This design comes from an exercise in tuning for small area on the open sky130 flow, not from production work.
Function was checked by simulation only, so behaviour that the tests miss may differ from the original.
Power is estimated from default activity; no workload was simulated.

==> design/flow/design.v <==
module cic3_pdm (
    input  wire        clk,
    input  wire        ce,          
    input  wire        rst,         
    input  wire        pdm_in,      
    output wire [15:0] pcm_out,     
    output wire        pcm_valid    
);
    reg [5:0] decim_counter;
    reg v1, v2, v3, v4;
    reg x1, x2, x3, x4;
    wire c_lo = ~|decim_counter[5:1];
    wire d3 = c_lo & (decim_counter[0] == v1);
    wire d4 = c_lo & (decim_counter[0] == (v1 | v2));
    reg ph, rst_d;
    reg act, ax, adec;           
    reg [9:0] i0a, i0b, i1a, i1b, j2a, j2b, c0a, c0b, nsa, nsb;
    reg c_i0, c_i1, c_j2, c_s, c_f, j9;
    reg [11:0] h, q3, q2, sample;
    reg [1:0] nd;
    wire clr  = rst | rst_d;
    wire go   = ~ph & (v3 | v4) & ~rst;       
    wire px   = v3 ? x3 : x4;
    wire pd   = v3 ? d3 : d4;
    wire HI   = act & ~rst;                   
    wire P    = go | HI;                      
    wire X    = HI ? ax : px;
    wire D    = HI ? adec : go & pd;         
    wire [9:0] add_i0_b = {{9{P & ~X}}, P & (HI ? ~X : 1'b1)};
    wire [9:0] s_i0, s_i1, s_j2, s_s, s_f;
    wire co_i0, co_i1, co_j2, co_s, co_f;
    rca10 u_i0 (.a(clr ? 10'd0 : i0b),        .b(add_i0_b),
                .ci(HI & c_i0), .s(s_i0), .co(co_i0));
    rca10 u_i1 (.a(clr ? 10'd0 : i1b),        .b(P ? i0b : 10'd0),
                .ci(HI & c_i1), .s(s_i1), .co(co_i1));
    rca10 u_j2 (.a((clr | D) ? 10'd0 : j2b),  .b(P ? i1b : 10'd0),
                .ci(HI & c_j2), .s(s_j2), .co(co_j2));
    rca10 u_s  (.a(~{j2b[8:0], HI & j9}),     .b(c0b),
                .ci(HI & c_s), .s(s_s), .co(co_s));
    rca10 u_f  (.a(j2b),                      .b(nsb),
                .ci(HI ? c_f : 1'b1), .s(s_f), .co(co_f));
    always @(posedge clk) begin
        i0a <= s_i0;  i0b <= i0a;
        i1a <= s_i1;  i1b <= i1a;
        j2a <= s_j2;  j2b <= j2a;
        c0a <= clr ? 10'd0 : D ? j2b : c0b;   c0b <= c0a;
        nsa <= clr ? 10'h3ff : D ? s_s : nsb; nsb <= nsa;
        c_i0 <= co_i0;
        c_i1 <= co_i1;
        c_j2 <= co_j2;
        c_s  <= co_s;
        c_f  <= co_f;
        j9   <= j2b[9];
        rst_d <= rst;
        x1 <= pdm_in;
        x2 <= x1;
        x3 <= x2;
        x4 <= x3;
        ax <= px;
        adec <= pd;
        if (rst) begin
            decim_counter <= 0;
            v1 <= 0; v2 <= 0; v3 <= 0; v4 <= 0;
            ph <= 0;
            act <= 0;
            nd <= 0;
            sample <= 0;
        end else begin
            if (ce)
                decim_counter <= decim_counter + 1'b1;
            v1 <= ce;
            v2 <= v1;
            v3 <= v2;
            v4 <= v3;
            ph <= ~ph;
            act <= go;
            if (v3 & d3) begin
                sample <= (&nd) ? q2 : 12'd0;
                if (~&nd)
                    nd <= nd + 1'b1;
            end
        end
        if (D & ~HI)
            h[1:0] <= s_f[9:8];
        if (D & HI)
            h[11:2] <= s_f;
        if (v3 & d3) begin
            q2 <= q3;
            q3 <= h;
        end
    end
    assign pcm_out = {{4{sample[11]}}, sample};
    assign pcm_valid = v4 & d4;
endmodule
module rca10 (
    input  wire [9:0] a,
    input  wire [9:0] b,
    input  wire       ci,
    output wire [9:0] s,
    output wire       co
);
    wire [10:0] c;
    assign c[0] = ci;
    genvar k;
    generate
        for (k = 0; k < 10; k = k + 1) begin : g
            assign s[k] = a[k] ^ b[k] ^ c[k];
            assign c[k+1] = (a[k] & b[k]) | (a[k] & c[k]) | (b[k] & c[k]);
        end
    endgenerate
    assign co = c[10];
endmodule
`default_nettype none
module pdm_mic (
    input wire clk,
    input wire rst,
    input wire enable,
    input wire [15:0] period,
    input wire pdm_data_in,
    output wire pdm_clk_out,
    output wire [15:0] pcm_sample,
    output wire pcm_valid
);
    reg [14:0] pdm_counter;
    reg pdm_clk;
    wire [15:0] ge;
    assign ge[0] = 1'b1;
    genvar k;
    generate
        for (k = 0; k < 15; k = k + 1) begin : g_cmp
            assign ge[k+1] = pdm_counter[k] ? (~period[k+1] | ge[k])
                                            : (~period[k+1] & ge[k]);
        end
    endgenerate
    wire wrap = ge[15];
    wire pdm_tick = !rst && enable && wrap && !pdm_clk;
    always @(posedge clk) begin
        if (rst || !enable) begin
            pdm_counter <= 0;
            pdm_clk <= 0;
        end else if (wrap) begin
            pdm_counter <= 0;
            pdm_clk <= ~pdm_clk;
        end else begin
            pdm_counter <= pdm_counter + 1'b1;
        end
    end
    assign pdm_clk_out = enable & pdm_clk;
    cic3_pdm cic (
        .clk(clk),
        .ce(pdm_tick),
        .rst(rst),
        .pdm_in(pdm_data_in),
        .pcm_out(pcm_sample),
        .pcm_valid(pcm_valid)
    );
endmodule
`default_nettype wire
==> design/flow/flow/run.sh <==
#!/bin/bash
# The standard layout (standard.sh), with two changes: the port buffers
# are the smallest buffer cell, and the clock tree uses clkbuf_8 without
# dummy loads. All tool output goes to standard.log here; ORFS keeps its
# per-step logs under orfs/logs.
set -euo pipefail
export BUFFER_PORTS_ARGS="-buffer_cell sky130_fd_sc_hd__buf_1"
export CTS_ARGS="-sink_clustering_enable -repair_clock_nets -buf_list sky130_fd_sc_hd__clkbuf_8 -dont_use_dummy_load"
bash standard.sh > standard.log 2>&1
==> design/flow/standard.sh <==
#!/bin/bash
# synth_recipe.tcl (not shown) runs the flow's synth.tcl, then flattens the netlist and writes it again
# the make line also repeats each setting of config.mk as NAME=value (left out here)
make -C /OpenROAD-flow-scripts/flow DESIGN_CONFIG=/design/flow/config.mk WORK_HOME=/design/flow/orfs CLKGATE_MAP_FILE= SYNTH_SCRIPT=/design/flow/synth_recipe.tcl "${@:-finish}"
==> design/flow/config.mk <==
export PLATFORM = sky130hd
export DESIGN_NAME = pdm_mic
export DESIGN_NICKNAME = pdm_mic
export VERILOG_FILES = /design/flow/design.v
export SDC_FILE = /design/flow/constraint.sdc
export NUM_CORES = 4
export LEC_CHECK = 0
export ABC_AREA = 1
export CAP_MARGIN = 20
export CORE_MARGIN = 2
export CORE_UTILIZATION = 70
export CTS_BUF_LIST = sky130_fd_sc_hd__clkbuf_8
export SLEW_MARGIN = 20
==> design/flow/constraint.sdc <==
create_clock -name core_clock -period 10.0 [get_ports {clk}]
set_input_delay 2.0000 -clock core_clock [delete_from_list [all_inputs] [get_ports {clk}]]
set_output_delay 2.0000 -clock core_clock [all_outputs]
set_load 0.01 [all_outputs]
==> results of run 1 <==
-- final cells by class --
| cell class | instances | share of cell area, % |
|---|---|---|
| Inverter | 119 | 5.84 |
| Timing Repair Buffer | 40 | 2.16 |
| Multi-Input combinational cell | 334 | 32.1 |
| Tap cell | 133 | 2.17 |
| Clock buffer | 17 | 3.06 |
| Sequential cell | 191 | 54.7 |
-- layer usage --
| metal | vias up | wire length [microns] | GRT usage, % |
|---|---|---|---|
| li1 | 2123 | - | - |
| met1 | 2001 | 5030 | 28.4 |
| met2 | 66 | 5410 | 36.9 |
| met3 | 20 | 387 | 6.37 |
| met4 | 0 | 191 | 8.38 |
| met5 | - | 0 | 0 |
-- worst max-delay path, cell delays in order --
cell and delay [ns]:
buf_1 0.07, buf_4 0.21, nor2_1 0.29, inv_1 0.22
nor2_1 0.75, nor2_4 0.33, inv_2 0.18, nor2_2 0.07
inv_2 0.15, nor2_1 0.08, fa_1 0.42, inv_1 0.08
fa_1 0.15, inv_1 0.05, fa_1 0.38, fa_1 0.40
fa_1 0.40, fa_1 0.39, fa_1 0.39, fa_1 0.39
fa_1 0.38, inv_1 0.09, fa_1 0.41, inv_1 0.06
-- metrics by stage --
stage	setup slack, ns	power, uW
after global routing	1.63	1210
after detailed placement	1.52	818
after floorplan	2.72	811
after CTS	2.00	1180
final	2.05	1170
after global placement	1.80	817
-- power groups by stage --
| stage | sequential, uW | combinational (uW) | clock [uW] |
|---|---|---|---|
| after global placement | 800 | 16.3 | 0 |
| final | 783 | 16.9 | 370 |
| after global routing | 783 | 19.4 | 404 |
| after floorplan | 800 | 10.9 | 0 |
| after CTS | 783 | 17.1 | 376 |
| after detailed placement | 801 | 17.0 | 0 |
-- flip-flops by register name, summed over array words and instances (netlist names), 12 cells and up --
| register | count |
|---|---|
| cic.sample | 12 |
| cic.q3 | 12 |
| cic.h | 12 |
| pdm_counter | 15 |
| cic.q2 | 12 |
-- Yosys cell counts, types with 2 or more instances --
library cell and number:
o211ai_1 10, a22o_1 4, nand2_1 77, or2_2 3, o31ai_1 2, nor3_2 5, inv_1 113, nand2_2 3
buf_4 4, nor2_2 2, o22ai_1 5, inv_2 5, dfxtp_1 155, o21ai_0 19, xor2_1 8, nor4_1 2
ha_1 3, nor3_1 6, nand4_1 5, nor4_2 3, clkbuf_1 8, edfxtp_1 36, nor2_1 71, a21oi_1 31
buf_2 4, fa_1 50, nand3_2 2, nand3_1 15
-- logic make-up (layout without fill, tap and decap cells) --
kind of cell | count (synthesis) | after routing | share of synthesized area (%)
simple gates | 197 | 197 | 12.6
fa+ha+maj | 53 | 53 | 14.5
flops | 191 | 191 | 58.3
xor+xnor | 9 | 9 | 1.10
buf+inv | 136 | 176 | 7.50
compound gates | 75 | 75 | 6.07
-- final timing paths --
kind                        end  cells after the start
min          cic.nsb[2]$_DFF_P_                      0
max reg2reg  cic.j2a[9]$_DFF_P_                     23
max          cic.j2a[9]$_DFF_P_                     24
min reg2reg  cic.nsb[2]$_DFF_P_                      0
==> flow_summary.rst, run 1 <==
.. list-table::
   :header-rows: 1

   * - Metric
     - Value
   * - Run status
     - complete, no violations
   * - Count of placed standard cells including taps
     - 817
   * - Synth unique cells
     - 38
   * - Post-DP HPWL
     - 7730 microns
   * - Post-synth top area share
     - 43.2%
   * - Post-Synthesis Cells
     - 661
   * - Worst IR drop on VDD
     - 0.134 mV
   * - Fraction of the yosys area taken by sequential cells
     - 58.3%
   * - Post-cts gate resize count
     - 0
   * - Number of clock buffers inserted by TritonCTS
     - 17
   * - Clock Tree Buf Depth
     - 2
   * - Core region area
     - 9860 sq um
   * - IO Port Bufs
     - 36
   * - Cell types occupying the most area after synthesis
     - dfxtp_1, edfxtp_1, fa_1, inv_1, nand2_1
   * - Final Max Tran Viols
     - 0
   * - Final clock period utilization by the worst path
     - 79.5%
   * - Worst Min Path Start
     - cic.nsa[2]$_SDFF_PP1_
   * - Maximum number of pins on one net before global-route repair
     - 38
   * - Clk sink count
     - 191
   * - Number of design rule violations left after detail routing
     - 0
   * - Slew at the pin closest to its max-slew limit
     - 0.936 ns
   * - Antenna violations before repair
     - 0
   * - Number of global-route vias before repair
     - 4340
   * - Net load switching power
     - 231 uW
   * - Timing startpoint of the critical path
     - rst
   * - Clock skew
     - 0.0228 ns
   * - Routed wire length
     - 11000 microns
   * - Library cell used as clock root buffer
     - clkbuf_8
   * - Mapped Avg Cell Area
     - 10.9 sq um
   * - Starting Density
     - 72.8%
   * - Most common cell after layout, fill and taps aside
     - dfxtp_1
   * - TritonCTS clock tree
     - yes
   * - Ys async rst share
     - 0%
   * - Die Height
     - 105 microns
   * - Hold/Removal Path Class
     - register to register
   * - Post-placement cell area
     - 7420 sq um
   * - Synthesized cell area
     - 7180 sq um
   * - Nets
     - 776
   * - Initial drt markers
     - 186
   * - Setup crit end kind
     - register
   * - Startpoint of the most critical register-to-register path
     - cic.act$_SDFF_PP0_
   * - Final Instance Area
     - 7650 sq um
   * - YS warnings
     - 2
   * - First-pass GRT wire length
     - 19300 microns
   * - Pwr per Cell Area
     - 153 nW/um^2
   * - Register cell area after layout
     - 4180 sq um
   * - Postcts setup bufs
     - 0
   * - Type of the setup path with the least slack
     - input port to register
   * - Power share of the sequential group
     - 66.9%
   * - Via density per instance
     - 5.05
   * - Total internal power
     - 938 uW
   * - Synth-to-Final Area Change
     - 6.61%
   * - Fraction of power consumed by the clock network
     - 31.6%
   * - IO Pins
     - 38
   * - Unrepaired setup endpoints after global routing
     - no
   * - Final instance count without filler cells
     - 834
   * - Area of the multi-input gates
     - 2450 sq um
   * - Die Footprint
     - 11100 sq um
   * - Number of filler cells placed in the layout
     - 650
   * - Final core utilization
     - 77.6%
   * - Maximum frequency from static timing analysis
     - 126 MHz
   * - Number of levels in the clock H-tree
     - 4
   * - Critical Path RT
     - 10.40 ns
   * - Worst hold slack across all endpoints
     - 0.315 ns
   * - Total number of vias
     - 4210
   * - Number of buffers inserted by hold repair at cts
     - 0
   * - Top cell type by total area after synthesis
     - dfxtp_1
   * - Commonest non-fill, non-tap cells in the layout
     - dfxtp_1, inv_1, nand2_1
   * - Synthesized netlist net count
     - 734
   * - Final-report hold violation count
     - 0
   * - Worst-path fanout max
     - 37
   * - Time the worst path needs with I/O delays and setup
     - 7.95 ns
   * - Wire length per cell after detailed routing
     - 13.2 microns
   * - Primary flip-flop cell chosen by synthesis mapping
     - dfxtp_1
   * - Max-cap viol count
     - 0
   * - Relative max-transition margin
     - 37.4%
   * - Final RePlAce weighted congestion
     - 0.824
   * - Switching share of total power
     - 19.8%
   * - Type of element launching the critical path
     - input port
   * - Setup tns final
     - 0 ns
   * - Critical Path AT
     - 8.35 ns
   * - Antenna diode count
     - 0
   * - Count of flip-flops with a built-in enable after synthesis
     - 36
   * - Number of nets with antenna violations after detailed routing
     - 0
   * - Number of iterations in the first detailed-routing pass
     - 5
   * - Worst-skew pair later-pin latency
     - 0.45 ns
   * - Reg-to-reg slack, setup
     - 3.55 ns
   * - Number of storage elements in the synthesis netlist
     - 191
   * - Overflow left after global routing
     - 0
   * - Layout cells sized above 1
     - 7.13%
   * - Site row count
     - 36
   * - Number of failing setup endpoints in the final timing report
     - 0
   * - Clock Pin Slew Worst Setup and Hold Paths
     - 0.09 ns
   * - Global-route usage over all layers
     - 22.4%
   * - Share of total power in combinational logic
     - 1.4%
   * - Die boundary width
     - 105 microns
   * - Leak pwr
     - 0.00305 uW
==> run 2, diff against run 1 <==
--- a/design/flow/design.v
+++ b/design/flow/design.v
@@ -9,2 +9,3 @@
     reg [5:0] decim_counter;
+    wire lfsr_in = decim_counter[5] ^ decim_counter[4] ^ ~|decim_counter[4:0];
     reg v1, v2, v3, v4;
@@ -69,3 +70,3 @@
             if (ce)
-                decim_counter <= decim_counter + 1'b1;
+                decim_counter <= {decim_counter[4:0], lfsr_in};
             v1 <= ce;
==> run 2 against run 1 <==
Non-clock buffer count up 2. Flip-flop and latch count unchanged. Routed wire length down 1.5%. Register-to-register slack better by 0.30 ns. Clock power down 1%. Setup slack better by 0.47 ns. Clock skew up 0.013 ns. Worst hold slack better by 0.0043 ns. Combinational power down 4%. Core utilization down 0.14 points. Global-route usage down 0.29 points. Critical path depth down 7.
==> flow_summary.rst, run 2 <==
.. list-table::
   :header-rows: 1

   * - Metric
     - Value
   * - Clock Pin Slew Worst Setup and Hold Paths
     - 0.10 ns (about the same)
   * - Relative max-transition margin
     - 50.6% (+13 points)
   * - Number of iterations in the first detailed-routing pass
     - 4 (-1)
   * - Library cell used as clock root buffer
     - clkbuf_8
   * - Startpoint of the most critical register-to-register path
     - cic.decim_counter[2]$_SDFFE_PP0P_
   * - Total power
     - 1160 uW (-0.40%)
   * - Most common cell after layout, fill and taps aside
     - dfxtp_1
   * - Number of clock buffers inserted by TritonCTS
     - 17 (unchanged)
   * - Leak pwr
     - 0.00307 uW (+0.64%)
   * - Share of total power in combinational logic
     - 1.4% (about the same)
   * - Synthesized cell area
     - 7110 sq um (-0.92%)
   * - IO Pins
     - 38 (unchanged)
   * - Worst hold slack across all endpoints
     - 0.319 ns (+0.00431 ns)
   * - Number of failing setup endpoints in the final timing report
     - 0 (unchanged)
   * - Die boundary width
     - 105 microns (-0.45%)
   * - Depth of the worst register-to-register path
     - 26 (+13%)
   * - Site row count
     - 36 (unchanged)
   * - Net load switching power
     - 227 uW (-2.0%)
   * - Number of design rule violations left after detail routing
     - 0 (unchanged)
   * - Post-DP HPWL
     - 7790 microns (+0.78%)
   * - Unrepaired setup endpoints after global routing
     - no
   * - Number of levels in the clock H-tree
     - 4 (unchanged)
   * - Critical Path RT
     - 10.32 ns (-0.08 ns)
   * - Overflow left after global routing
     - 0 (unchanged)
   * - Number of nets with antenna violations after detailed routing
     - 0 (unchanged)
   * - Post-cts gate resize count
     - 0 (unchanged)
   * - Setup crit end kind
     - register
   * - Worst IR drop on VDD
     - 0.0890 mV (-33%)
   * - Initial drt markers
     - 179 (-3.8%)
   * - Critical Path AT
     - 7.80 ns (-0.55 ns)
   * - Clock skew
     - 0.0360 ns (+0.0132 ns)
   * - Worst Min Path Start
     - cic.c0a[5]$_SDFF_PP0_
   * - Fraction of power consumed by the clock network
     - 31.4% (-0.2 points)
   * - Number of storage elements in the synthesis netlist
     - 191 (unchanged)
   * - Number of buffers inserted by hold repair at cts
     - 0 (unchanged)
   * - Slew at the pin closest to its max-slew limit
     - 0.739 ns (-0.197 ns)
   * - Die Height
     - 105 microns (-0.45%)
   * - Via density per instance
     - 4.97 (-1.5%)
   * - Total number of vias
     - 4160 (-1.2%)
   * - Final clock period utilization by the worst path
     - 74.8% (-4.7 points)
   * - Type of the setup path with the least slack
     - input port to register
   * - Worst reg2reg endpoint
     - cic.j2a[9]$_DFF_P_
   * - Share of synthesized area spent on multiplexers
     - 0% (unchanged)
   * - Area of the multi-input gates
     - 2380 sq um (-3.0%)
   * - Clock Tree Buf Depth
     - 2 (unchanged)
   * - Final RePlAce weighted congestion
     - 0.770 (-6.6%)
   * - Commonest non-fill, non-tap cells in the layout
     - dfxtp_1, inv_1, nand2_1
   * - Register cell area after layout
     - 4180 sq um (unchanged)
   * - Share of synthesized cell area in and, or, nand and nor gates
     - 12.1% (-0.43 points)
   * - Post-synth top cells
     - dfxtp_1, inv_1, nand2_1
   * - Most repeated cell in the gate-level netlist after synthesis
     - dfxtp_1
   * - Core region area
     - 9820 sq um (-0.46%)
   * - Worst-path fanout max
     - 21 (-43%)
   * - Biggest register
     - pdm_counter
   * - Synthesized netlist net count
     - 735 (+0.14%)
   * - Largest register FFs
     - 15 (unchanged)
   * - Time the worst path needs with I/O delays and setup
     - 7.48 ns (-0.468 ns)
   * - Count of flip-flops with a built-in enable after synthesis
     - 36 (unchanged)
   * - Post-Synthesis Cells
     - 663 (+0.30%)
   * - Pwr per Cell Area
     - 153 nW/um^2 (+0.24%)
   * - Hold Crit Endpoint
     - cic.c0b[5]$_DFF_P_
   * - Setup tns final
     - 0 ns (unchanged)
   * - Antenna diode count
     - 0 (unchanged)
   * - Ys async rst share
     - 0% (unchanged)
   * - Top cell type by total area after synthesis
     - dfxtp_1
   * - Maximum frequency from static timing analysis
     - 134 MHz (+6.3%)
   * - Worst-skew pair later-pin latency
     - 0.45 ns (about the same)
   * - Switching share of total power
     - 19.5% (-0.32 points)
   * - Mapped Avg Cell Area
     - 10.7 sq um (-1.2%)
   * - Max-cap viol count
     - 0 (unchanged)
   * - Maximum number of pins on one net before global-route repair
     - 38 (unchanged)
   * - Postcts setup bufs
     - 0 (unchanged)
   * - Reg-to-reg slack, setup
     - 3.85 ns (+0.30 ns)
   * - Main combinational cell family by area after synthesis
     - adder cells
   * - Complex-gate fraction of the synthesized area
     - 6.19% (+0.13 points)
   * - Synth unique cells
     - 35 (-7.9%)
   * - Final-report hold violation count
     - 0 (unchanged)
   * - Fraction of the yosys area taken by sequential cells
     - 58.8% (+0.54 points)
   * - Cell types occupying the most area after synthesis
     - dfxtp_1, edfxtp_1, fa_1, inv_1, nand2_1
   * - Layout cells sized above 1
     - 5.82% (-1.3 points)
   * - YS warnings
     - 2 (unchanged)
   * - Post-synth top area share
     - 43.6% (+0.40 points)
   * - Global-route usage over all layers
     - 22.1% (-0.29 points)
   * - Power share of the sequential group
     - 67.2% (+0.3 points)
   * - Nets
     - 778 (+0.26%)
   * - Synth-to-Final Area Change
     - 6.92%
   * - Total internal power
     - 938 uW (about the same)
   * - First-pass GRT wire length
     - 19000 microns (-1.4%)
   * - Clk sink count
     - 191 (unchanged)
   * - Hold/Removal Path Class
     - register to register
   * - TritonCTS clock tree
     - yes
   * - Die Footprint
     - 11000 sq um (-0.89%)
   * - Starting Density
     - 72.4% (-0.34 points)
   * - XOR/XNOR share of the synthesized area
     - 0.739% (-0.36 points)
   * - Number of global-route vias before repair
     - 4241 (-2.3%)
   * - Antenna violations before repair
     - 0 (unchanged)
   * - Number of filler cells placed in the layout
     - 663 (+2.0%)
   * - Run status
     - complete, no violations
   * - Type of element launching the critical path
     - input port
   * - Primary flip-flop cell chosen by synthesis mapping
     - dfxtp_1
   * - Adder-Cell Fraction of Synth Area
     - 14.4% (-0.041 points)
   * - Routed wire length
     - 10900 microns (-1.5%)
   * - Final Max Tran Viols
     - 0 (unchanged)
   * - Worst Hold Depth
     - 0 (unchanged)
   * - Wire length per cell after detailed routing
     - 13.0 microns (-1.8%)
   * - IO Port Bufs
     - 36 (unchanged)
run 2: cells by family (layout without fill, tap and decap cells):
kind of cell / Yosys count / count (layout)
AO/OA/AOI/OAI: 74 / 74
XOR/XNOR: 6 / 6
adder cells (fa/ha/maj): 52 / 52
buffers and inverters: 134 / 175
flip-flops: 191 / 191
AND/OR/NAND/NOR: 206 / 206
run 2: power by group through the flow:
stage | Clock, uW | Combinational (uW) | Sequential [uW]
2_1_floorplan | 0 | 10.5 | 800
3_3_place_gp | 0 | 15.6 | 800
3_5_place_dp | 0 | 16.3 | 801
4_1_cts | 374 | 16.3 | 783
5_1_grt | 404 | 18.6 | 783
6_report | 366 | 16.2 | 783
run 2: final cells by class:
type                            instances  share of cell area, %
Inverter                              116                   5.73
Sequential cell                       191                   55.0
Clock buffer                           17                   3.08
Tap cell                              133                   2.19
Multi-Input combinational cell        338                   31.3
Timing Repair Buffer                   42                   2.63
run 2: worst max-delay path, cell delays in order:
cell,delay (ns)
buf_1,0.07
buf_4,0.20
nor2_1,0.25
inv_1,0.20
or2_2,0.34
fa_1,0.45
fa_1,0.46
fa_1,0.46
fa_1,0.48
fa_1,0.47
fa_1,0.46
fa_1,0.46
fa_1,0.47
fa_1,0.42
inv_1,0.08
fa_1,0.42
inv_1,0.10
run 2: how the worst max path moves through the flow:
stage	start	end	slack (ns)	cells after the start
final	rst	cic.h[1]$_DFFE_PP_	2.52	17
after global routing	rst	cic.h[1]$_DFFE_PP_	2.25	17
after CTS	rst	cic.h[1]$_DFFE_PP_	2.47	17
after detailed placement	rst	cic.h[1]$_DFFE_PP_	2.00	17
after global placement	rst	cic.h[11]$_DFFE_PP_	2.07	17
after floorplan	rst	cic.h[11]$_DFFE_PP_	2.60	16
run 2: metrics by stage:
step	area (sq um)	cells	utilization, %	worst slack (ns)
final	7600	837	77.4	2.52
after global routing	7600	837	77.4	2.25
after CTS	7600	837	77.4	2.47
after detailed placement	7370	820	75.0	2.00
after global placement	7340	819	74.8	2.07
after floorplan	7110	663	-	2.60
run 2: per-layer routing:
| layer | vias to the layer above | share of wire (%) | global-route usage (%) |
|---|---|---|---|
| li1 | 2122 | - | - |
| met1 | 1973 | 46 | 28.8 |
| met2 | 57 | 50 | 36.4 |
| met3 | 8 | 2.6 | 5.86 |
| met4 | 0 | 0.80 | 7.33 |
| met5 | - | 0 | 0 |
==> run 3, diff against run 2 <==
--- a/design/flow/config.mk
+++ b/design/flow/config.mk
@@ -7,3 +7,2 @@
 export LEC_CHECK = 0
-export ABC_AREA = 1
 export CAP_MARGIN = 20
==> run 3 against run 2 <==
Register-to-register slack about the same. Critical endpoint is now cic.nsa[9]$_SDFF_PP1_. Final cell count decreased by 8.1%. Worst hold slack worse by 0.0044 ns. Via count is 1.4% lower. Clock-buffer cell count unchanged. Still clean. Fmax about the same. Routed wire length rose by 4.0%.
==> flow_summary.rst, run 3 <==
.. list-table::
   :header-rows: 1

   * - Metric
     - Value
   * - Layout cells sized above 1
     - 4.25% (-1.6 points)
   * - Type of element launching the critical path
     - input port
   * - Number of iterations in the first detailed-routing pass
     - 4 (unchanged)
   * - Critical Path RT
     - 10.30 ns (-0.02 ns)
   * - Type of the setup path with the least slack
     - input port to register
   * - Unrepaired setup endpoints after global routing
     - no
   * - Number of clock buffers inserted by TritonCTS
     - 17 (unchanged)
   * - Total power
     - 1160 uW (about the same)
   * - Number of storage elements in the synthesis netlist
     - 191 (unchanged)
   * - Via density per instance
     - 5.33 (+7.3%)
   * - Post-synth top cells
     - dfxtp_1, and2_1, fa_1
   * - Clock Pin Slew Worst Setup and Hold Paths
     - 0.08 ns (-0.02 ns)
   * - Worst-skew pair later-pin latency
     - 0.44 ns (about the same)
   * - YS warnings
     - 2 (unchanged)
   * - Worst hold slack across all endpoints
     - 0.314 ns (-0.00440 ns)
   * - Die Height
     - 105 microns (+0.18%)
   * - Ys async rst share
     - 0% (unchanged)
   * - Final instance count without filler cells
     - 769 (-8.1%)
   * - Final-report hold violation count
     - 0 (unchanged)
   * - Number of nets with antenna violations after detailed routing
     - 0 (unchanged)
   * - Count of placed standard cells including taps
     - 752 (-8.3%)
   * - Most common cell after layout, fill and taps aside
     - dfxtp_1
   * - Nets
     - 710 (-8.7%)
   * - Wire length per cell after detailed routing
     - 14.7 microns (+13%)
   * - Die Footprint
     - 11000 sq um (+0.35%)
   * - Clk sink count
     - 191 (unchanged)
   * - Number of design rule violations left after detail routing
     - 0 (unchanged)
   * - Antenna diode count
     - 0 (unchanged)
   * - Final Instance Area
     - 7590 sq um (-0.21%)
   * - Worst-path fanout max
     - 30 (+43%)
   * - Routed wire length
     - 11300 microns (+4.0%)
   * - Max-cap viol count
     - 0 (unchanged)
   * - Maximum frequency from static timing analysis
     - 134 MHz (about the same)
   * - Most repeated cell in the gate-level netlist after synthesis
     - dfxtp_1
   * - Post-placement cell area
     - 7350 sq um (-0.22%)
   * - Initial drt markers
     - 182 (+1.7%)
   * - Synth-to-Final Area Change
     - 6.29%
   * - IO Port Bufs
     - 36 (unchanged)
   * - Fraction of the yosys area taken by sequential cells
     - 58.6% (-0.22 points)
   * - Die boundary width
     - 105 microns (+0.18%)
   * - First-pass GRT wire length
     - 19700 microns (+3.9%)
   * - Relative max-transition margin
     - 57.2% (+6.6 points)
   * - Total number of vias
     - 4100 (-1.4%)
   * - Number of failing setup endpoints in the final timing report
     - 0 (unchanged)
   * - Leak pwr
     - 0.00295 uW (-4.2%)
   * - Number of buffers inserted by hold repair at cts
     - 0 (unchanged)
   * - Run status
     - complete, no violations
   * - Library cell used as clock root buffer
     - clkbuf_8
   * - Maximum number of pins on one net before global-route repair
     - 37 (-2.6%)
   * - Number of levels in the clock H-tree
     - 4 (unchanged)
   * - Biggest register
     - pdm_counter
   * - Synthesized cell area
     - 7140 sq um (+0.37%)
   * - Final clock period utilization by the worst path
     - 74.7% (about the same)
   * - Post-synth top area share
     - 43.5% (-0.16 points)
   * - Synthesized netlist net count
     - 674 (-8.3%)
   * - Pwr per Cell Area
     - 154 nW/um^2 (+0.21%)
   * - Largest register FFs
     - 15 (unchanged)
   * - Clock skew
     - 0.0251 ns (-0.0109 ns)
   * - Top cell type by total area after synthesis
     - dfxtp_1
   * - Global-route usage over all layers
     - 23.1% (+1.0 points)
   * - Synth unique cells
     - 44 (+26%)
   * - Post-Synthesis Cells
     - 602 (-9.2%)
   * - Site row count
     - 36 (unchanged)
   * - Commonest non-fill, non-tap cells in the layout
     - dfxtp_1, and2_1, fa_1
   * - Critical Path AT
     - 7.78 ns (-0.02 ns)
   * - Final Max Tran Viols
     - 0 (unchanged)
   * - Primary flip-flop cell chosen by synthesis mapping
     - dfxtp_1
   * - Number of global-route vias before repair
     - 4174 (-1.6%)
   * - TritonCTS clock tree
     - yes
   * - Post-cts gate resize count
     - 0 (unchanged)
   * - Starting Density
     - 72.7% (+0.27 points)
   * - Overflow left after global routing
     - 0 (unchanged)
   * - Cell types occupying the most area after synthesis
     - dfxtp_1, edfxtp_1, fa_1, and2_1, inv_1
   * - Hold/Removal Path Class
     - register to register
   * - Time the worst path needs with I/O delays and setup
     - 7.47 ns (-0.00661 ns)
   * - Mapped Avg Cell Area
     - 11.9 sq um (+11%)
   * - Core region area
     - 9820 sq um (unchanged)
   * - Postcts setup bufs
     - 0 (unchanged)
   * - Antenna violations before repair
     - 0 (unchanged)
   * - Slew at the pin closest to its max-slew limit
     - 0.642 ns (-0.0976 ns)
   * - Post-DP HPWL
     - 7820 microns (+0.45%)
   * - Worst IR drop on VDD
     - 0.0977 mV (+9.8%)
   * - Setup crit end kind
     - register
   * - IO Pins
     - 38 (unchanged)
   * - Number of filler cells placed in the layout
     - 673 (+1.5%)
   * - Final RePlAce weighted congestion
     - 0.826 (+7.4%)
   * - Setup tns final
     - 0 ns (unchanged)
   * - Clock Tree Buf Depth
     - 2 (unchanged)
   * - Count of flip-flops with a built-in enable after synthesis
     - 36 (unchanged)
==> run 3: logic make-up after synthesis <==
family | Yosys count | synth area share [%]
AND/OR/NAND/NOR | 200 | 14.5
flip-flops | 191 | 58.6
AO/OA/AOI/OAI | 72 | 6.12
buffers and inverters | 69 | 4.10
adder cells (fa/ha/maj) | 52 | 14.4
XOR/XNOR | 15 | 1.84
multiplexers | 3 | 0.456
==> run 3: stage by stage <==
stage / setup WS [ns] / util, %
6_report: 2.53 / 77.3
3_3_place_gp: 2.23 / 74.9
5_1_grt: 2.36 / 77.3
2_1_floorplan: 2.70 / -
3_5_place_dp: 2.10 / 74.9
4_1_cts: 2.56 / 77.3
==> run 3: critical path, cell delays in order <==
cell,delay (ns)
buf_1,0.08
buf_4,0.23
nor2b_1,0.50
nand2_1,0.16
fa_1,0.44
fa_1,0.47
fa_1,0.46
fa_1,0.47
fa_1,0.48
fa_1,0.47
fa_1,0.48
fa_1,0.48
fa_1,0.43
inv_1,0.09
fa_1,0.39
nand2_1,0.07
o211ai_1,0.08
==> run 3: power breakdown <==
part / internal, uW / switching (uW)
Combinational: 5.18 / 10.5
Clock: 151 / 215
Sequential: 782 / 1.01
Total: 938 / 227
==> run 3: metal layers <==
metal	up-vias	GRT usage, %	share of wire (%)
met3	14	5.86	3.4
met2	86	38.3	51
met1	1988	30.7	45
met5	-	0	0
li1	2012	-	-
met4	0	6.38	1.4
==> run 3: path summary, 6_finish.rpt <==
check | startpoint | to | slack (ns) | depth (start not counted)
setup reg to reg | cic.decim_counter[1]$_SDFFE_PP0P_ | cic.j2a[9]$_DFF_P_ | 3.84 | 21
hold / removal | cic.i0a[1]$_DFF_P_ | cic.i0b[1]$_DFF_P_ | 0.31 | 0
setup / recovery | rst | cic.nsa[9]$_SDFF_PP1_ | 2.53 | 17
hold reg to reg | cic.i0a[1]$_DFF_P_ | cic.i0b[1]$_DFF_P_ | 0.31 | 0
==> run 3: area by class of cell <==
cell class	instances	area, sq um	area share, %
sequential	191	4180	55.2
multi-input combinational	342	2660	35.1
clock buffer	17	234	3.08
timing repair buffer	41	173	2.28
inverter	45	169	2.23
tap	133	166	2.19
==> run 4, diff against run 3 <==
--- a/design/flow/flow/run.sh
+++ b/design/flow/flow/run.sh
@@ -7,3 +7,3 @@
 export BUFFER_PORTS_ARGS="-buffer_cell sky130_fd_sc_hd__buf_1"
-export CTS_ARGS="-sink_clustering_enable -repair_clock_nets -buf_list sky130_fd_sc_hd__clkbuf_8 -dont_use_dummy_load"
+export CTS_ARGS="-repair_clock_nets -buf_list sky130_fd_sc_hd__clkbuf_8 -dont_use_dummy_load"
 bash standard.sh > standard.log 2>&1
==> run 4 against run 3 <==
Die area unchanged. Critical path type unchanged. Still clean. Core utilization unchanged. First-iteration DRC count unchanged. Critical endpoint unchanged. Total power unchanged.
==> flow_summary.rst, run 4 <==
.. list-table::
   :header-rows: 1

   * - Metric
     - Value
   * - Run status
     - complete, no violations
   * - Clock Tree Buf Depth
     - 2 (unchanged)
   * - Post-synth top cells
     - dfxtp_1, and2_1, fa_1
   * - Antenna violations before repair
     - 0 (unchanged)
   * - Unrepaired setup endpoints after global routing
     - no
   * - Ys async rst share
     - 0% (unchanged)
   * - Via density per instance
     - 5.33 (unchanged)
   * - Commonest non-fill, non-tap cells in the layout
     - dfxtp_1, and2_1, fa_1
   * - Synth-to-Final Area Change
     - 6.29% (unchanged)
   * - Final instance count without filler cells
     - 769 (unchanged)
   * - Synth unique cells
     - 44 (unchanged)
   * - Post-cts gate resize count
     - 0 (unchanged)
   * - Primary flip-flop cell chosen by synthesis mapping
     - dfxtp_1
   * - Number of global-route vias before repair
     - 4174 (unchanged)
   * - Final core utilization
     - 77.3% (unchanged)
   * - Clock skew
     - 0.0251 ns (unchanged)
   * - Cell types occupying the most area after synthesis
     - dfxtp_1, edfxtp_1, fa_1, and2_1, inv_1
   * - Relative max-transition margin
     - 57.2% (unchanged)
   * - Initial drt markers
     - 182 (unchanged)
   * - Number of storage elements in the synthesis netlist
     - 191 (unchanged)
   * - Core region area
     - 9820 sq um (unchanged)
   * - Clk sink count
     - 191 (unchanged)
   * - Number of buffers inserted by hold repair at cts
     - 0 (unchanged)
   * - Site row count
     - 36 (unchanged)
   * - Synthesized cell area
     - 7140 sq um (unchanged)
   * - Hold/Removal Path Class
     - register to register
   * - Register cell area after layout
     - 4180 sq um (unchanged)
   * - Most common cell after layout, fill and taps aside
     - dfxtp_1
   * - DR top layer
     - met4
   * - Die Footprint
     - 11000 sq um (unchanged)
   * - Worst Min Path Start
     - cic.i0a[1]$_DFF_P_
   * - Pwr per Cell Area
     - 154 nW/um^2 (unchanged)
   * - Area of the multi-input gates
     - 2660 sq um (unchanged)
   * - Worst-path fanout max
     - 30 (unchanged)
   * - Setup ws final
     - 2.53 ns (unchanged)
   * - Routed wire length on met3
     - 386 microns (unchanged)
   * - Die Height
     - 105 microns (unchanged)
   * - Number of levels in the clock H-tree
     - 4 (unchanged)
   * - Mapped Avg Cell Area
     - 11.9 sq um (unchanged)
   * - Worst-skew pair later-pin latency
     - 0.44 ns (about the same)
   * - Layout cells sized above 1
     - 4.25% (unchanged)
   * - Starting Density
     - 72.7% (unchanged)
   * - IO Port Bufs
     - 36 (unchanged)
   * - Critical Path AT
     - 7.78 ns (about the same)
   * - Biggest register
     - pdm_counter
   * - Most repeated cell in the gate-level netlist after synthesis
     - dfxtp_1
   * - Met2 wirelength from detailed routing
     - 5720 microns (unchanged)
   * - Number of design rule violations left after detail routing
     - 0 (unchanged)
   * - Startpoint of the most critical register-to-register path
     - cic.decim_counter[1]$_SDFFE_PP0P_
   * - Post-Synthesis Cells
     - 602 (unchanged)
   * - Worst reg2reg endpoint
     - cic.j2a[9]$_DFF_P_
   * - Post-DP HPWL
     - 7820 microns (unchanged)
   * - Routed wire length
     - 11300 microns (unchanged)
   * - YS warnings
     - 2 (unchanged)
   * - Worst hold slack across all endpoints
     - 0.314 ns (unchanged)
   * - Nets
     - 710 (unchanged)
   * - Wire length per cell after detailed routing
     - 14.7 microns (unchanged)
   * - Largest register FFs
     - 15 (unchanged)
   * - Setup crit end kind
     - register
   * - Library cell used as clock root buffer
     - clkbuf_8
   * - Clock Pin Slew Worst Setup and Hold Paths
     - 0.08 ns (about the same)
   * - TritonCTS clock tree
     - yes
   * - Final RePlAce weighted congestion
     - 0.826 (unchanged)
   * - Worst Setup Slack post-DPL
     - 2.10 ns (unchanged)
   * - Antenna diode count
     - 0 (unchanged)
   * - Global-route usage over all layers
     - 23.1% (unchanged)
   * - Number of filler cells placed in the layout
     - 673 (unchanged)
   * - IO Pins
     - 38 (unchanged)
   * - Max-cap viol count
     - 0 (unchanged)
   * - Synthesized netlist net count
     - 674 (unchanged)
   * - Leak pwr
     - 0.00295 uW (unchanged)
   * - Worst IR drop on VDD
     - 0.0977 mV (unchanged)
   * - Routed length on met1
     - 5020 microns (unchanged)
   * - Worst Setup EP
     - cic.nsa[9]$_SDFF_PP1_
   * - Depth of the worst register-to-register path
     - 21 (unchanged)
   * - Fraction of the yosys area taken by sequential cells
     - 58.6% (unchanged)
   * - Critical Path RT
     - 10.30 ns (about the same)
   * - Maximum number of pins on one net before global-route repair
     - 37 (unchanged)
   * - Maximum frequency from static timing analysis
     - 134 MHz (unchanged)
   * - Overflow left after global routing
     - 0 (unchanged)
   * - Type of the setup path with the least slack
     - input port to register
   * - Type of element launching the critical path
     - input port
   * - Count of flip-flops with a built-in enable after synthesis
     - 36 (unchanged)
   * - Total number of vias
     - 4100 (unchanged)
   * - Timing startpoint of the critical path
     - rst
   * - Die boundary width
     - 105 microns (unchanged)
   * - Number of failing setup endpoints in the final timing report
     - 0 (unchanged)
   * - Post-synth top area share
     - 43.5% (unchanged)
   * - Setup tns final
     - 0 ns (unchanged)
   * - Time the worst path needs with I/O delays and setup
     - 7.47 ns (unchanged)
   * - Slew at the pin closest to its max-slew limit
     - 0.642 ns (unchanged)
   * - Final Max Tran Viols
     - 0 (unchanged)
   * - Number of iterations in the first detailed-routing pass
     - 4 (unchanged)
   * - Count of placed standard cells including taps
     - 752 (unchanged)
   * - Final clock period utilization by the worst path
     - 74.7% (unchanged)
   * - Number of clock buffers inserted by TritonCTS
     - 17 (unchanged)
   * - Final-report hold violation count
     - 0 (unchanged)
   * - First-pass GRT wire length
     - 19700 microns (unchanged)
   * - Reg-to-reg slack, setup
     - 3.84 ns (about the same)
   * - Top cell type by total area after synthesis
     - dfxtp_1
   * - Number of nets with antenna violations after detailed routing
     - 0 (unchanged)
   * - Postcts setup bufs
     - 0 (unchanged)
## run 4: cell counts in the layout (fill, tap and decap cells not counted)
No cell type changed its count.
## run 4: critical path, cell delays in order
cell and delay, ns:
buf_1 0.08, buf_4 0.23, nor2b_1 0.50, nand2_1 0.16
fa_1 0.44, fa_1 0.47, fa_1 0.46, fa_1 0.47
fa_1 0.48, fa_1 0.47, fa_1 0.48, fa_1 0.48
fa_1 0.43, inv_1 0.09, fa_1 0.39, nand2_1 0.07
o211ai_1 0.08
## run 4: logic make-up (layout without fill, tap and decap cells)
group                    Yosys count  after routing  share of synthesized area [%]
XOR/XNOR                          15             15                           1.84
AND/OR/NAND/NOR                  200            200                           14.5
buffers and inverters             69            103                           4.10
multiplexers                       3              3                          0.456
AO/OA/AOI/OAI                     72             72                           6.12
adder cells (fa/ha/maj)           52             52                           14.4
flip-flops                       191            191                           58.6
## run 4: metal layers
| layer | global-route usage [%] | vias up |
|---|---|---|
| li1 | - | 2012 |
| met1 | 30.7 | 1988 |
| met2 | 38.3 | 86 |
| met3 | 5.86 | 14 |
| met4 | 6.38 | 0 |
| met5 | 0 | - |
## run 4: report_power, final
group,switching [uW],leakage (uW),internal (uW)
Combinational,10.5,0.00125,5.18
Clock,215,0.000122,151
Sequential,1.01,0.00158,782
## run 4: how the worst min path moves through the flow
| stage | depth (start not counted) | slack (ns) | endpoint |
|---|---|---|---|
| after floorplan | 0 | 0.31 | cic.c0b[0]$_DFF_P_ |
| after global placement | 0 | 0.31 | cic.c0b[4]$_DFF_P_ |
| after detailed placement | 0 | 0.31 | cic.c0b[8]$_DFF_P_ |
| after CTS | 0 | 0.32 | cic.i0b[1]$_DFF_P_ |
| after global routing | 0 | 0.33 | cic.i0b[4]$_DFF_P_ |
| final | 0 | 0.31 | cic.i0b[1]$_DFF_P_ |
## run 4: final cells by class
cell class,count,share of cell area (%)
inverters,45,2.23
flip-flops and latches,191,55.2
well taps,133,2.19
clock buffers,17,3.08
repair buffers,41,2.28
multi-input cells,342,35.1
## run 4: stage by stage
| step | power (uW) | instance area, sq um |
|---|---|---|
| 6_report | 1160 | 7590 |
| 5_1_grt | 1200 | 7590 |
| 4_1_cts | 1170 | 7590 |
| 3_5_place_dp | 816 | 7350 |
| 3_3_place_gp | 815 | 7350 |
| 2_1_floorplan | 810 | 7140 |
==> run 5, diff against run 4 <==
--- a/design/flow/flow/run.sh
+++ b/design/flow/flow/run.sh
@@ -7,3 +7,3 @@
 export BUFFER_PORTS_ARGS="-buffer_cell sky130_fd_sc_hd__buf_1"
-export CTS_ARGS="-repair_clock_nets -buf_list sky130_fd_sc_hd__clkbuf_8 -dont_use_dummy_load"
+export CTS_ARGS="-sink_clustering_enable -repair_clock_nets -buf_list sky130_fd_sc_hd__clkbuf_16 -sink_clustering_size 30 -sink_clustering_max_diameter 100 -dont_use_dummy_load"
 bash standard.sh > standard.log 2>&1
==> run 5 against run 4 <==
Clock-buffer cell count stayed put. Die area stayed put. Still clean on timing, DRC and antenna. Core utilization is 1.9 points higher. Critical path type unchanged. Setup slack worse by 0.041 ns. Sequential share of layout area is 1.4 points lower.
==> flow_summary.rst, run 5 <==
.. list-table::
   :header-rows: 1

   * - Metric
     - Value
   * - Run status
     - complete, no violations
   * - IO Port Bufs
     - 36 (unchanged)
   * - Power share of the sequential group
     - 58.6% (-8.6 points)
   * - Synth unique cells
     - 44 (unchanged)
   * - Buffer and inverter count on the worst path
     - 4 (+1)
   * - Overflow left after global routing
     - 0 (unchanged)
   * - Via density per instance
     - 5.44 (+2.1%)
   * - Slew at the pin closest to its max-slew limit
     - 0.662 ns (+0.0202 ns)
   * - Leak pwr
     - 0.00303 uW (+3.0%)
   * - Worst IR drop on VDD
     - 0.130 mV (+33%)
   * - Number of clock buffers inserted by TritonCTS
     - 17 (unchanged)
   * - Most common cell after layout, fill and taps aside
     - dfxtp_1
   * - Fraction of the yosys area taken by sequential cells
     - 58.6% (unchanged)
   * - Count of flip-flops with a built-in enable after synthesis
     - 36 (unchanged)
   * - Die Height
     - 105 microns (unchanged)
   * - Number of failing setup endpoints in the final timing report
     - 0 (unchanged)
   * - Cell seen most often among critical-path stages
     - fa_1
   * - Layout cells sized above 1
     - 4.25% (unchanged)
   * - Worst hold slack across all endpoints
     - 0.320 ns (+0.00543 ns)
   * - Net load switching power
     - 253 uW (+12%)
   * - Mapped Avg Cell Area
     - 11.9 sq um (unchanged)
   * - Reg-to-reg slack, setup
     - 3.82 ns (-0.02 ns)
   * - Total internal power
     - 1080 uW (+16%)
   * - Final Max Tran Viols
     - 0 (unchanged)
   * - Post-Synthesis Cells
     - 602 (unchanged)
   * - Clk sink count
     - 191 (unchanged)
   * - Pwr per Cell Area
     - 172 nW/um^2 (+12%)
   * - Core region area
     - 9820 sq um (unchanged)
   * - Postcts setup bufs
     - 0 (unchanged)
   * - Maximum number of pins on one net before global-route repair
     - 37 (unchanged)
   * - Dominant delay contributor by cell family on the critical path
     - adder cells
   * - Number of filler cells placed in the layout
     - 612 (-9.1%)
   * - Clock skew
     - 0.0190 ns (-0.00602 ns)
   * - Adder-Cell Fraction of Synth Area
     - 14.4% (unchanged)
   * - Slowest stage cell on the critical path
     - nor2b_1
   * - Post-cts gate resize count
     - 0 (unchanged)
   * - Wire length per cell after detailed routing
     - 15.8 microns (+7.8%)
   * - Share of synthesized cell area in and, or, nand and nor gates
     - 14.5% (unchanged)
   * - Number of storage elements in the synthesis netlist
     - 191 (unchanged)
   * - Die Footprint
     - 11000 sq um (unchanged)
   * - Synthesized cell area
     - 7140 sq um (unchanged)
   * - Clock Pin Slew Worst Setup and Hold Paths
     - 0.06 ns (-0.02 ns)
   * - Setup crit end kind
     - register
   * - Slowest Stage Delay on Critical Path
     - 0.49 ns (about the same)
   * - Most repeated cell in the gate-level netlist after synthesis
     - dfxtp_1
   * - Starting Density
     - 72.7% (unchanged)
   * - Antenna diode count
     - 0 (unchanged)
   * - TritonCTS clock tree
     - yes
   * - Unrepaired setup endpoints after global routing
     - no
   * - Largest register FFs
     - 15 (unchanged)
   * - Max-cap viol count
     - 0 (unchanged)
   * - Hold Crit Endpoint
     - cic.i1b[6]$_DFF_P_
   * - Worst reg2reg endpoint
     - cic.j2a[9]$_DFF_P_
   * - Antenna violations before repair
     - 0 (unchanged)
   * - Fraction of power consumed by the clock network
     - 40.2% (+8.8 points)
   * - Number of buffers inserted by hold repair at cts
     - 0 (unchanged)
   * - XOR/XNOR share of the synthesized area
     - 1.84% (unchanged)
   * - YS warnings
     - 2 (unchanged)
   * - Synth-to-Final Area Change
     - 8.98%
   * - Cells along the critical path
     - buf_1, buf_4, nor2b_1, nand2b_1, fa_1, fa_1, fa_1, fa_1, fa_1, fa_1, fa_1, fa_1, fa_1, inv_1, fa_1, inv_1
   * - Time the worst path needs with I/O delays and setup
     - 7.51 ns (+0.0407 ns)
   * - Number of design rule violations left after detail routing
     - 0 (unchanged)
   * - Share of total power in combinational logic
     - 1.2% (about the same)
   * - Routed wire length
     - 12200 microns (+7.8%)
   * - Worst-skew pair later-pin latency
     - 0.42 ns (-0.02 ns)
   * - Die boundary width
     - 105 microns (unchanged)
   * - Complex-gate fraction of the synthesized area
     - 6.12% (unchanged)
   * - Worst-path fanout max
     - 30 (unchanged)
   * - Final RePlAce weighted congestion
     - 0.826 (unchanged)
   * - Worst Min Path Start
     - cic.i1a[6]$_DFF_P_
   * - Worst Hold Depth
     - 0 (unchanged)
   * - Switching share of total power
     - 18.9% (-0.52 points)
   * - Synthesized netlist net count
     - 674 (unchanged)
   * - Number of global-route vias before repair
     - 4367 (+4.6%)
   * - Top cell type by total area after synthesis
     - dfxtp_1
   * - First-pass GRT wire length
     - 20800 microns (+5.7%)
   * - Cell types occupying the most area after synthesis
     - dfxtp_1, edfxtp_1, fa_1, and2_1, inv_1
   * - Nets
     - 710 (unchanged)
   * - Post-synth top area share
     - 43.5% (unchanged)
   * - Share of synthesized area spent on multiplexers
     - 0.456% (unchanged)
   * - Biggest register
     - pdm_counter
   * - Clock Tree Buf Depth
     - 2 (unchanged)
   * - Type of the setup path with the least slack
     - input port to register
   * - Critical Path AT
     - 7.79 ns (about the same)
   * - Maximum frequency from static timing analysis
     - 133 MHz (-0.54%)
   * - Startpoint of the most critical register-to-register path
     - cic.decim_counter[1]$_SDFFE_PP0P_
   * - Type of element launching the critical path
     - input port
   * - Number of iterations in the first detailed-routing pass
     - 4 (unchanged)
   * - Total number of vias
     - 4186 (+2.1%)
   * - Main combinational cell family by area after synthesis
     - simple AND/OR/NAND/NOR gates
   * - Site row count
     - 36 (unchanged)
   * - Ys async rst share
     - 0% (unchanged)
   * - Initial drt markers
     - 169 (-7.1%)
   * - Global-route usage over all layers
     - 24.6% (+1.5 points)
   * - Commonest non-fill, non-tap cells in the layout
     - dfxtp_1, and2_1, fa_1
   * - Number of levels in the clock H-tree
     - 4 (unchanged)
   * - Number of nets with antenna violations after detailed routing
     - 0 (unchanged)
   * - Final-report hold violation count
     - 0 (unchanged)
   * - Post-synth top cells
     - dfxtp_1, and2_1, fa_1
   * - Relative max-transition margin
     - 55.8% (-1.3 points)
   * - IO Pins
     - 38 (unchanged)
   * - Post-DP HPWL
     - 7820 microns (unchanged)
   * - Library cell used as clock root buffer
     - clkbuf_16
   * - Primary flip-flop cell chosen by synthesis mapping
     - dfxtp_1
   * - Setup tns final
     - 0 ns (unchanged)
   * - Depth of the worst register-to-register path
     - 21 (unchanged)
   * - Final clock period utilization by the worst path
     - 75.1% (+0.41 points)
   * - Critical Path RT
     - 10.28 ns (-0.02 ns)
   * - Hold/Removal Path Class
     - register to register
==> run 5: cell counts after synthesis <==
No cell type changed its count.
==> run 5: routing by layer <==
layer / routed length (microns) / global-route usage [%] / share of wire (%)
met4: 223 / 8.29 / 1.8
met5: 0 / 0 / 0
met2: 6220 / 41.8 / 51
met1: 5190 / 30.7 / 43
met3: 528 / 6.55 / 4.3
==> run 5: power by group through the flow <==
stage	clock, uW	combinational (uW)	sequential (uW)
5_1_grt	575	17.9	784
2_1_floorplan	0	9.43	800
3_5_place_dp	0	15.4	801
4_1_cts	545	15.7	784
6_report	537	15.7	784
3_3_place_gp	0	14.6	801
==> run 5: layout make-up <==
type	count	area, sq um	share of cell area, %
Inverter	45	169	2.17
Sequential cell	191	4180	53.8
Clock buffer	17	425	5.47
Timing Repair Buffer	41	173	2.22
Tap cell	133	166	2.14
Multi-Input combinational cell	342	2660	34.2
==> run 5: worst max-delay path by stage <==
stage	startpoint	endpoint	slack (ns)	cells after the start
after global placement	rst	cic.h[11]$_DFFE_PP_	2.23	16
after CTS	rst	cic.h[11]$_DFFE_PP_	2.48	16
after global routing	rst	cic.nsa[9]$_SDFF_PP1_	2.32	17
final	rst	cic.h[11]$_DFFE_PP_	2.49	16
after floorplan	rst	cic.nsa[9]$_SDFF_PP1_	2.70	16
after detailed placement	rst	cic.nsa[9]$_SDFF_PP1_	2.10	17
==> run 5: logic make-up (layout without fill, tap and decap cells) <==
kind of cell / after synthesis / after routing
adder cells (fa/ha/maj): 52 / 52
flip-flops: 191 / 191
AND/OR/NAND/NOR: 200 / 200
XOR/XNOR: 15 / 15
AO/OA/AOI/OAI: 72 / 72
buffers and inverters: 69 / 103
multiplexers: 3 / 3
==> run 5: per-stage QoR <==
step                cells  area, sq um  util [%]  power (uW)  setup slack [ns]
finish                769         7780      79.2        1340              2.49
global route          769         7780      79.2        1380              2.32
CTS                   769         7780      79.2        1340              2.48
detailed placement    752         7350      74.9         816              2.10
global placement      752         7350      74.9         815              2.23
floorplan             602         7140         -         810              2.70
==> run 6, diff against run 5 <==
--- a/design/flow/design.v
+++ b/design/flow/design.v
@@ -9,3 +9,2 @@
     reg [5:0] decim_counter;
-    wire lfsr_in = decim_counter[5] ^ decim_counter[4] ^ ~|decim_counter[4:0];
     reg v1, v2, v3, v4;
@@ -70,3 +69,3 @@
             if (ce)
-                decim_counter <= {decim_counter[4:0], lfsr_in};
+                decim_counter <= decim_counter + 1'b1;
             v1 <= ce;
==> design/flow/run.sh (new file) <==
#!/bin/bash
# synth_recipe.tcl (not shown) runs the flow's synth.tcl, then flattens the netlist and writes it again
# the make line also repeats each setting of config.mk as NAME=value (left out here)
make -C /OpenROAD-flow-scripts/flow DESIGN_CONFIG=/design/flow/config.mk WORK_HOME=/design/flow/orfs CLKGATE_MAP_FILE= SYNTH_SCRIPT=/design/flow/synth_recipe.tcl finish
removed: design/flow/flow/run.sh
removed: design/flow/standard.sh
==> run 6 against run 5 <==
Global-route usage shrank 0.14 points. Register-to-register slack improved by 0.05 ns. Largest cell class unchanged. Synthesized cell count increased by 1.3%. Die area increased by 0.95%. Via count rose by 0.69%. Clock power rose by 4%. Routed wire length is 0.43% lower. Cell area increased by 4.1%. Setup slack worse by 0.32 ns. Sequential share of layout area decreased by 2.1 points. Clock-buffer cell count is the same.
==> flow_summary.rst, run 6 <==
.. list-table::
   :header-rows: 1

   * - Metric
     - Value
   * - Run status
     - complete, no violations
   * - Critical Path RT
     - 10.33 ns (+0.05 ns)
   * - Final clock period utilization by the worst path
     - 78.4% (+3.2 points)
   * - Worst-path fanout max
     - 25 (-17%)
   * - Final-report hold violation count
     - 0 (unchanged)
   * - Die boundary width
     - 105 microns (+0.47%)
   * - Routed wire length
     - 12100 microns (-0.43%)
   * - Unrepaired setup endpoints after global routing
     - no
   * - Setup crit end kind
     - register
   * - Count of flip-flops with a built-in enable after synthesis
     - 36 (unchanged)
   * - Commonest non-fill, non-tap cells in the layout
     - dfxtp_1, and2_1, inv_1
   * - Library cell used as clock root buffer
     - clkbuf_8
   * - Mapped Avg Cell Area
     - 11.8 sq um (-0.34%)
   * - Buffer and inverter count on the worst path
     - 3 (-1)
   * - Synth unique cells
     - 50 (+14%)
   * - Number of filler cells placed in the layout
     - 605 (-1.1%)
   * - Dominant delay contributor by cell family on the critical path
     - adder cells
   * - Slowest Stage Delay on Critical Path
     - 0.51 ns (+0.02 ns)
   * - Die Footprint
     - 11100 sq um (+0.95%)
   * - Number of design rule violations left after detail routing
     - 0 (unchanged)
   * - Met1 GRT Util
     - 29.3% (-1.4 points)
   * - Post-Synthesis Cells
     - 610 (+1.3%)
   * - Time the worst path needs with I/O delays and setup
     - 7.84 ns (+0.321 ns)
   * - Net load switching power
     - 271 uW (+6.8%)
   * - Post-cts gate resize count
     - 0 (unchanged)
   * - Die Height
     - 105 microns (+0.47%)
   * - Worst-skew pair later-pin latency
     - 0.45 ns (+0.03 ns)
   * - Total number of vias
     - 4215 (+0.69%)
   * - Leak pwr
     - 0.00321 uW (+5.7%)
   * - Final Max Tran Viols
     - 0 (unchanged)
   * - Clock Tree Buf Depth
     - 2 (unchanged)
   * - Maximum frequency from static timing analysis
     - 128 MHz (-4.1%)
   * - Initial drt markers
     - 147 (-13%)
   * - Number of clock buffers inserted by TritonCTS
     - 17 (unchanged)
   * - Most repeated cell in the gate-level netlist after synthesis
     - dfxtp_1
   * - YS warnings
     - 2 (unchanged)
   * - Post-synth top cells
     - dfxtp_1, and2_1, fa_1, inv_1, nor2_1
   * - Setup tns final
     - 0 ns (unchanged)
   * - Primary flip-flop cell chosen by synthesis mapping
     - dfxtp_1
   * - Area of the multi-input gates
     - 2710 sq um (+1.7%)
   * - Final RePlAce weighted congestion
     - 0.811 (-1.8%)
   * - IO Port Bufs
     - 36 (unchanged)
   * - Worst Setup Slack post-DPL
     - 1.82 ns (-0.284 ns)
   * - Share of total power in combinational logic
     - 1.5% (+0.3 points)
   * - Starting Density
     - 71.1% (-1.6 points)
   * - Top cell type by total area after synthesis
     - dfxtp_1
   * - Cell seen most often among critical-path stages
     - fa_1
   * - Layout cells sized above 1
     - 6.53% (+2.3 points)
   * - Worst IR drop on VDD
     - 0.146 mV (+13%)
   * - Maximum number of pins on one net before global-route repair
     - 37 (unchanged)
   * - Layer carrying the most global-route usage
     - met2
   * - Met2 track utilization from global routing
     - 42.6% (+0.79 points)
   * - Slowest stage cell on the critical path
     - nor2b_1
   * - Cell types occupying the most area after synthesis
     - dfxtp_1, edfxtp_1, fa_1, and2_1, inv_1
   * - Via density per instance
     - 5.30 (-2.6%)
   * - Register cell area after layout
     - 4180 sq um (unchanged)
   * - Number of buffers inserted by hold repair at cts
     - 0 (unchanged)
   * - Switching share of total power
     - 19.9% (+0.95 points)
   * - Synthesized netlist net count
     - 683 (+1.3%)
   * - Clock Pin Slew Worst Setup and Hold Paths
     - 0.09 ns (+0.03 ns)
   * - Setup ws final
     - 2.16 ns (-0.321 ns)
   * - Number of storage elements in the synthesis netlist
     - 191 (unchanged)
   * - Clk sink count
     - 191 (unchanged)
   * - Site row count
     - 37 (+2.8%)
   * - Number of iterations in the first detailed-routing pass
     - 4 (unchanged)
   * - GRT met3 Usage
     - 6.25% (-0.30 points)
   * - Pwr per Cell Area
     - 168 nW/um^2 (-2.3%)
   * - First-pass GRT wire length
     - 20600 microns (-1.2%)
   * - Number of levels in the clock H-tree
     - 4 (unchanged)
   * - Number of nets with antenna violations after detailed routing
     - 0 (unchanged)
   * - Fraction of the yosys area taken by sequential cells
     - 58.1% (-0.57 points)
   * - IO Pins
     - 38 (unchanged)
   * - Antenna violations before repair
     - 0 (unchanged)
   * - Power share of the sequential group
     - 57.6% (-1.0 points)
   * - Fraction of power consumed by the clock network
     - 40.9% (+0.7 points)
   * - Post-DP HPWL
     - 7810 microns (-0.11%)
   * - Global-route usage over all layers
     - 24.5% (-0.14 points)
   * - Post-synth top area share
     - 43.1% (-0.42 points)
   * - Antenna diode count
     - 0 (unchanged)
   * - Relative max-transition margin
     - 52.6% (-3.2 points)
   * - Ys async rst share
     - 0% (unchanged)
   * - Max-cap viol count
     - 0 (unchanged)
   * - Core region area
     - 10100 sq um (+3.2%)
   * - TritonCTS clock tree
     - yes
   * - Total internal power
     - 1090 uW (+0.50%)
   * - Hold/Removal Path Class
     - register to register
   * - Biggest register
     - pdm_counter
   * - Slew at the pin closest to its max-slew limit
     - 0.709 ns (+0.0469 ns)
   * - Synthesized cell area
     - 7210 sq um (+0.98%)
   * - Cells along the critical path
     - clkdlybuf4s50_1, buf_4, nor2b_1, nand2_1, fa_1, fa_1, fa_1, fa_1, fa_1, fa_1, fa_1, fa_1, fa_1, inv_1, fa_1, nand2_1, o211ai_1
   * - Type of the setup path with the least slack
     - input port to register
   * - Number of global-route vias before repair
     - 4315 (-1.2%)
   * - Critical Path AT
     - 8.16 ns (+0.37 ns)
   * - Number of failing setup endpoints in the final timing report
     - 0 (unchanged)
   * - Wire length per cell after detailed routing
     - 15.2 microns (-3.7%)
   * - Nets
     - 719 (+1.3%)
   * - Clock skew
     - 0.0105 ns (-0.00851 ns)
   * - Largest register FFs
     - 15 (unchanged)
   * - Synth-to-Final Area Change
     - 12.3%
   * - Most common cell after layout, fill and taps aside
     - dfxtp_1
   * - Type of element launching the critical path
     - input port
   * - Postcts setup bufs
     - 0 (unchanged)
   * - Overflow left after global routing
     - 0 (unchanged)
[run 6: cell count changes after synthesis, moves of 3 or more]
cell / before / now
nand2_1: 29 / 38
inv_1: 45 / 50
o31ai_1: 5 / 0
or3_1: 5 / 0
a21oi_1: 29 / 25
nand2b_1: 10 / 6
a31oi_1: 3 / 0
and3_1: 3 / 6
clkbuf_1: 14 / 11
mux2i_1: 1 / 4
[run 6: cell type report]
class / instances / share of cell area (%)
clock buffer: 17 / 2.89
clock inverter: 15 / 2.67
inverter: 50 / 2.32
multi-input combinational: 345 / 33.4
sequential: 191 / 51.7
tap: 136 / 2.10
timing repair buffer: 41 / 4.91
[run 6: worst reg2reg max path: stages (launching register included)]
cell       delay [ns]
dfxtp_1          0.46
nor2b_1          0.10
or3_4            0.35
a2111oi_2        0.37
buf_4            0.27
or2_1            0.16
nor2_1           0.13
and2_1           0.22
fa_1             0.41
inv_1            0.07
fa_1             0.16
inv_1            0.05
fa_1             0.37
fa_1             0.38
fa_1             0.41
fa_1             0.45
fa_1             0.44
fa_1             0.40
fa_1             0.36
inv_1            0.07
fa_1             0.41
inv_1            0.06
[run 6: logic make-up (layout without fill, tap and decap cells)]
group,count (synthesis),count (layout),share of synthesized area [%]
adder cells (fa/ha/maj),53,53,14.4
buffers and inverters,74,123,4.39
AO/OA/AOI/OAI,61,61,5.42
flip-flops,191,191,58.1
XOR/XNOR,16,16,1.94
multiplexers,6,6,0.868
AND/OR/NAND/NOR,209,209,14.9
[run 6: metrics by stage]
stage          total power (uW)  hold WS [ns]  util [%]  instance area, sq um  instances
2_1_floorplan               810         0.310         -                  7210        610
3_3_place_gp                820         0.311      75.4                  7650        763
3_5_place_dp                821         0.312      75.4                  7650        763
4_1_cts                    1370         0.329      79.9                  8100        795
5_1_grt                    1400         0.328      79.9                  8100        795
6_report                   1360         0.331      79.9                  8100        795
[run 6: per-layer routing]
| layer | vias to the layer above | wire, microns |
|---|---|---|
| li1 | 2052 | - |
| met1 | 2038 | 5100 |
| met2 | 97 | 6210 |
| met3 | 28 | 507 |
| met4 | 0 | 303 |
| met5 | - | 0 |
[run 6: power groups by stage]
stage / clock network (uW) / registers (uW) / logic [uW]
finish: 557 / 783 / 20.5
CTS: 564 / 783 / 20.6
global route: 591 / 783 / 22.6
global placement: 0 / 801 / 19.7
detailed placement: 0 / 801 / 20.3
floorplan: 0 / 800 / 9.48
[run 6: final timing paths]
check / startpoint / end / slack [ns] / cells after the start
max: rst / cic.nsa[9]$_SDFF_PP1_ / 2.16 / 17
min: cic.i0a[2]$_DFF_P_ / cic.i0b[2]$_DFF_P_ / 0.33 / 0
max reg2reg: cic.v3$_SDFF_PP0_ / cic.j2a[9]$_DFF_P_ / 3.87 / 21
min reg2reg: cic.i0a[2]$_DFF_P_ / cic.i0b[2]$_DFF_P_ / 0.33 / 0

-- static timing again, ports no longer ideal --
No port has a modelled driver above. Below, the same layouts with a new extraction and two added sets of constraints.
Step 1 assumes that a clkbuf_16 drives the clock port and a buf_2 every other input.
Step 2 adds t to the input delays and takes it off the output delays; t is the mean of the earliest and latest rising clock arrival at the registers after step 1. Input paths then give back, and output paths get back, about the clock's delay inside the block.
Slacks: no drivers / after step 1 / after step 2; pairs: no drivers / after step 1.
run	t (ns)	slack for setup (ns)	worst setup path at the end	clock arrival spread, ns	worst register clock-pin slew, ns
run 1	0.472	2.052 / 2.066 / 1.594	input to register	0.024 / 0.024	0.09 / 0.09
run 2	0.466	2.520 / 2.538 / 2.072	input to register	0.036 / 0.036	0.10 / 0.10
run 3	0.458	2.526 / 2.541 / 2.083	input to register	0.030 / 0.030	0.09 / 0.09
run 4	0.458	2.526 / 2.541 / 2.083	input to register	0.030 / 0.030	0.09 / 0.09
run 5	0.452	2.486 / 2.504 / 2.052	input to register	0.019 / 0.019	0.07 / 0.07
run 6	0.477	2.164 / 2.174 / 1.696	input to register	0.010 / 0.011	0.09 / 0.09
After both steps setup and hold are still met in every run listed. The setup slack of run 6, which loses most, moves by +0.010 ns with the drivers and by -0.468 ns with both steps.
